Source: an optimization exercise on an open RTL-to-GDS flow (aim: small area). Production flows keep margins and buffers that such runs may drop. No run shown here included a check of the RTL's function; only the layout flow was run. Power is estimated from default activity; no workload was simulated.

## flow/design.v (module list and top-level ports; edited modules follow where they fit)
// module playrec: 834 lines
// module fa_cell: 3 lines
// module sel_dec: 7 lines
// module ha_cell: 3 lines
module playrec(
	input			CLOCK_50, reset,
	output reg	[21:0]	ram_addr,
	output	[15:0]	ram_data_in,
	output			ram_read, ram_write,
	input	[15:0]	ram_data_out,
	input			ram_valid, ram_waitrq,
	output	[15:0]	audio_out,
	input	[15:0]	audio_in,
	input			audio_out_allowed, audio_in_available,
	output			write_audio_out, read_audio_in,
	input			play, record, pause,
	input	[1:0]	speed,
	input [2:0] sel
);
  // ...
==> flow/flow/run.sh <==
#!/bin/bash
# Standard ORFS layout (the standard.sh, unchanged synthesis) with two
# layout-only choices passed to the ORFS scripts:
#  - port buffers use the smallest buffer cell (every port is still buffered)
#  - clock tree synthesis without dummy loads
set -euo pipefail
export BUFFER_PORTS_ARGS="-buffer_cell sky130_fd_sc_hd__buf_1"
export CTS_ARGS="-sink_clustering_enable -repair_clock_nets -dont_use_dummy_load -buf_list sky130_fd_sc_hd__clkbuf_4 -sink_clustering_size 10 -sink_clustering_max_diameter 50"
bash standard.sh > standard_flow.log 2>&1
==> flow/standard.sh <==
#!/bin/bash
# synth_recipe.tcl (not shown) runs the flow's synth.tcl, then flattens the netlist and writes it again
# the make line also repeats each setting of config.mk as NAME=value (left out here)
make -C /OpenROAD-flow-scripts/flow DESIGN_CONFIG=/design/flow/config.mk WORK_HOME=/design/flow/orfs CLKGATE_MAP_FILE= SYNTH_SCRIPT=/design/flow/synth_recipe.tcl "${@:-finish}"
==> flow/config.mk <==
export PLATFORM = sky130hd
export DESIGN_NAME = playrec
export DESIGN_NICKNAME = playrec
export VERILOG_FILES = /design/flow/design.v
export SDC_FILE = /design/flow/constraint.sdc
export NUM_CORES = 4
export LEC_CHECK = 0
export CAP_MARGIN = 20
export CORE_MARGIN = 2
export CORE_UTILIZATION = 40
export SETUP_SLACK_MARGIN = 0.2
export SLEW_MARGIN = 20
export SYNTH_HIERARCHICAL = 1
export SYNTH_MINIMUM_KEEP_SIZE = 0
==> flow/constraint.sdc <==
create_clock -name core_clock -period 10.0 [get_ports {CLOCK_50}]
set_input_delay 2.0000 -clock core_clock [delete_from_list [all_inputs] [get_ports {CLOCK_50}]]
set_output_delay 2.0000 -clock core_clock [all_outputs]
set_load 0.01 [all_outputs]
==> results_dict.tcl, run 1 <==
set metrics [dict create \
    crit_type "input pin to output pin" \
    p_int_mw 2.57 \
    number_of_flip_flops_in_the_largest_register 22 \
    final_common_cell "sky130_fd_sc_hd__dfxtp_1" \
    pwr.group.clock_uw 455 \
    grt_pass1_vias 9430 \
    switching_power_mw 2.46 \
    run_status "finished clean" \
    worst_skew_pair.late_latency_ns 0.68 \
    seq_area_frac_synth_pct 34.6 \
    ys_ff_latch 221 \
    postLayoutCellArea_um2 13900 \
    area_delta_synth_final_pct 8.50 \
    synth_edf_count 0 \
    cts.reportedPaths.clkPinSlew_ns 0.11 \
    postSynth.topFlopCell "sky130_fd_sc_hd__dfxtp_1" \
    max-vdd-ir-drop_uv 441 \
    critPathArrivalTime_ns 7.59 \
    synth.net_count 1383 \
    setup_tns_ns 0 \
    met3_wirelength_mm 1.74 \
    antenna_violating_nets_remaining 0 \
    gr-usage-all-layers_pct 21.3 \
    worstHoldPathCells 0 \
    critPathBufInv 4 \
    slew_headroom_pct 54.0 \
    maxCapViolCount 0 \
    floorplan.core_area_um2 31600 \
    seq_area_share_pct 31.8 \
    finalWorstSetupSlack_ns 0.405 \
    multi_input_area_share_pct 57.7 \
    switching_share_pct 48.9 \
    synth_cell_type_count 61 \
    synth-compound-area-share_pct 14.2 \
    met2_usage_pct 37.6 \
    min-delay-start "x6[1]" \
    worst_slew_pin_slew_ns 0.683 \
    layout_multi_input_combinational_cell_count 745 \
]
==> run 2: changes to the inputs <==
--- a/flow/config.mk
+++ b/flow/config.mk
@@ -8,7 +8,7 @@
 export CAP_MARGIN = 20
 export CORE_MARGIN = 2
 export CORE_UTILIZATION = 40
-export SETUP_SLACK_MARGIN = 0.2
+export SETUP_SLACK_MARGIN = 0.05
 export SLEW_MARGIN = 20
 export SYNTH_HIERARCHICAL = 1
 export SYNTH_MINIMUM_KEEP_SIZE = 0
==> results_dict.tcl, run 2 <==
set metrics [dict create \
    area_delta_synth_final_pct 8.02 \
    gr-usage-all-layers_pct 21.3 \
    cts-root-buf "sky130_fd_sc_hd__clkbuf_4" \
    dr_wl_met2_mm 17.5 \
    initialDrtViolationCount 878 \
    path_max_fanout 20 \
    power_leakage_nw 6.02 \
    nets 1453 \
    run_status "finished clean" \
    initial_core_util_pct 40.6 \
    numPlacedInstances 1496 \
    antenna_violating_nets_remaining 0 \
    setup-violations-final 0 \
    cts-hold-fix-buffers 0 \
    post_drt_via_cell_ratio 5.63 \
    grt_remaining_overflow 0 \
    drt-met1-wl_mm 12.9 \
    clock_tree.buffer_depth 3 \
    placementRows 65 \
    final.period_utilization_pct 96.8 \
    worstSetupStartpointType "input pin" \
    top_signal_layer_used "met4" \
    synthMostInstantiatedCell "sky130_fd_sc_hd__dfxtp_1" \
    max-vdd-ir-drop_uv 441 \
    cts.sink_count 221 \
    worst_skew_pair.late_latency_ns 0.68 \
    final-seq-area_um2 4420 \
    multi_input_comb_area_um2 8000 \
    postSynthCellCount 1060 \
    postSynth.asyncResetShare_pct 0 \
    design.portCount 104 \
    synthesized_area_um2 12800 \
    final.fill_count 2988 \
    yosys_warning_total 7 \
    synth-compound-area-share_pct 14.2 \
    drc 0 \
    cts_htree_levels 2 \
    synth_edf_count 0 \
    layout_min_cycle_time_ns 9.68 \
    route.final.wire_length_mm 33.9 \
    critPathArrivalTime_ns 7.68 \
    cts.reportedPaths.clkPinSlew_ns 0.11 \
    post-route-util_pct 43.8 \
    synth_cell_type_count 61 \
    worstSetupEndpoint "ram_data_in[13]" \
    worstHoldPathCells 0 \
    slew_headroom_pct 54.6 \
    min-delay-path-class "flip-flop to flip-flop" \
    final.setup_skew_ns 0.103 \
    detail_route.first_pass.iterations 7 \
    synth.net_count 1383 \
    antenna_found_initial 1 \
    number_of_flip_flops_in_the_largest_register 22 \
    vias 8627 \
    dpl.hpwl_mm 27.2 \
    instances_no_fill 1531 \
    seq_area_frac_synth_pct 34.6 \
    grt_start_max_net_pins 55 \
    grt_pass1_vias 9430 \
    rr_worst_depth 18 \
    reg2reg_from "x3[0]" \
    final_layout_size_suffix_gt1_share_pct 7.80 \
    crit_type "input pin to output pin" \
    final_common_cell "sky130_fd_sc_hd__dfxtp_1" \
    tritoncts "yes" \
    synth_fa_ha_area_share_pct 39.3 \
    met3_wirelength_mm 1.62 \
    place.port_buffers 71 \
    crit_path_end_kind "output pin" \
    die_area_um2 33500 \
    power-per-cell-area_nw_per_um2 359 \
    commonest_cells_post_synth "sky130_fd_sc_hd__dfxtp_1 (221), sky130_fd_sc_hd__fa_1 (209), sky130_fd_sc_hd__o21ai_0 (88)" \
    layout.cells.most_common_list "sky130_fd_sc_hd__dfxtp_1 (221), sky130_fd_sc_hd__fa_1 (209), sky130_fd_sc_hd__o21ai_0 (88)" \
    postSynth.topFlopCell "sky130_fd_sc_hd__dfxtp_1" \
    hold_violations 0 \
    synthDominantAreaCellType "sky130_fd_sc_hd__dfxtp_1" \
    area_share_of_xor_xnor_cells_in_the_synthesized_design_pct 1.64 \
    fin_hold_ws_ns 0.360 \
    grt_pass1_wl_mm 53.7 \
    fp.dieW_um 183 \
    power.total_mw 4.96 \
    setup_tns_ns 0 \
    crit_required_ns 8.00 \
    cts-buffers-inserted 34 \
    routabilityCongestion 0.926 \
    maxCapViolCount 0 \
    fmaxAchievable_ghz 0.103 \
    syn_avg_cell_area_um2 12.1 \
    worst_slew_pin_slew_ns 0.674 \
    synth_mux_area_share_pct 0.0782 \
    ys_ff_latch 221 \
    yosys.area_share.simple_pct 6.86 \
    yosysTopAreaCellShare_pct 34.6 \
    post_drt_wl_per_cell_um 22.2 \
    floorplan.core_area_um2 31600 \
    slew_viol_final 0 \
    worstSetupStartpoint "sel[2]" \
    synth_area_leaders "sky130_fd_sc_hd__dfxtp_1 (35%), sky130_fd_sc_hd__fa_1 (33%), sky130_fd_sc_hd__ha_1 (6.6%), sky130_fd_sc_hd__o21ai_0 (3.4%), sky130_fd_sc_hd__o22ai_1 (2.8%)" \
    regToRegEndpoint "s4[16]" \
    largest_register "ram_addr" \
    worst-r2r-setup-slack_ns 2.80 \
    dieHeight_um 183 \
    dominant_combinational_cell_family_by_area_after_synthesis "adder cells" \
    setup_repair_after_global_routing_missed_its_margin "false" \
]
==> run 2: cell counts after synthesis <==
No cell type changed its count.
==> run 2: through the flow <==
step	setup WS [ns]	cell area, um^2
final	0.319	13800
after global routing	0.0724	13800
after CTS	0.255	13800
after detailed placement	0.281	13600
after global placement	0.322	13600
after floorplan	0.987	12800
==> run 2: cell families (layout without fill, tap and decap cells) <==
logic type               after synthesis  after routing
AO/OA/AOI/OAI                        267            267
buffers and inverters                 94            162
flip-flops                           221            221
other                                  0              1
AND/OR/NAND/NOR                      176            176
XOR/XNOR                              24             24
multiplexers                           1              1
adder cells (fa/ha/maj)              277            277
==> run 2: repair_timing <==
item | in CTS | in global routing
buffers inserted | 0 | 0
resized for setup | 0 | 2
setup endpoints to repair | 0 | 1
==> run 2: worst min-delay path by stage <==
stage / endpoint / start / slack [ns]
after floorplan: x6[0] / x5[0] / 0.33
after global placement: x3[0] / x2[0] / 0.34
after detailed placement: x6[0] / x5[0] / 0.35
after CTS: x3[0] / x2[0] / 0.37
after global routing: x5[7] / x4[7] / 0.35
final: x7[1] / x6[1] / 0.36
==> run 2: layout make-up <==
cell class / instances / share of cell area [%]
multi-input cells: 745 / 57.8
flip-flops and latches: 221 / 32.0
repair buffers: 102 / 3.97
well taps: 402 / 3.64
clock buffers: 34 / 1.85
inverters: 26 / 0.706
diodes: 1 / 0.0181
==> run 2: Yosys stat by module (local to each module, per instance) <==
| module | flops+latches | copies in the design | cells inside |
|---|---|---|---|
| playrec | 221 | 1 | 804 |
| ha_cell | 0 | 42 | 1 |
| sel_dec | 0 | 1 | 6 |
| fa_cell | 0 | 208 | 1 |
==> run 2: power breakdown <==
group / switching, mW / internal [mW]
logic: 2.02 / 1.41
clock network: 0.299 / 0.156
registers: 0.110 / 0.967
total: 2.43 / 2.54
==> run 2: layer usage <==
metal	up-vias	global-route usage [%]
met5	-	0
met4	0	11.7
li1	3862	-
met3	100	3.61
met2	291	37.6
met1	4374	24.5
==> run 2: critical path: stages <==
cell and delay, ns:
sky130_fd_sc_hd__buf_1 0.16, sky130_fd_sc_hd__and3b_2 0.60, sky130_fd_sc_hd__inv_1 0.29, sky130_fd_sc_hd__buf_4 0.24
sky130_fd_sc_hd__o22ai_1 0.29, sky130_fd_sc_hd__fa_1 0.47, sky130_fd_sc_hd__fa_1 0.47, sky130_fd_sc_hd__fa_1 0.39
sky130_fd_sc_hd__fa_1 0.53, sky130_fd_sc_hd__fa_1 0.43, sky130_fd_sc_hd__ha_1 0.30, sky130_fd_sc_hd__a21o_1 0.18
sky130_fd_sc_hd__a21o_1 0.16, sky130_fd_sc_hd__a21oi_1 0.32, sky130_fd_sc_hd__o31ai_4 0.18, sky130_fd_sc_hd__a221oi_2 0.29
sky130_fd_sc_hd__xnor2_1 0.17, sky130_fd_sc_hd__buf_1 0.20

[afterwards: timing with drivers on the ports]
The flow's constraints put no driver on any port. The routed layouts listed below were extracted and timed again, unchanged, in two steps.
Step 1, drivers: a clkbuf_16 drives CLOCK_50 and a buf_2 each remaining input, both assumed.
Step 2 adds t to the input delays and takes it off the output delays; t is the mean of the earliest and latest rising clock arrival at the registers after step 1. Input paths then give back, and output paths get back, about the clock's delay inside the block.
a / b / c = no drivers / after step 1 / after step 2; a / b = the first two.
| run | t (ns) | slack for setup (ns) | worst data-port slew with drivers (ns) |
|---|---|---|---|
| run 1 | 0.673 | 0.405 / 0.383 / 0.383 | 0.07 |
| run 2 | 0.673 | 0.319 / 0.298 / 0.298 | 0.07 |
After both steps setup and hold are still met in every run listed. The setup slack of run 1, which loses most, moves by -0.022 ns with the drivers and by -0.022 ns with both steps.
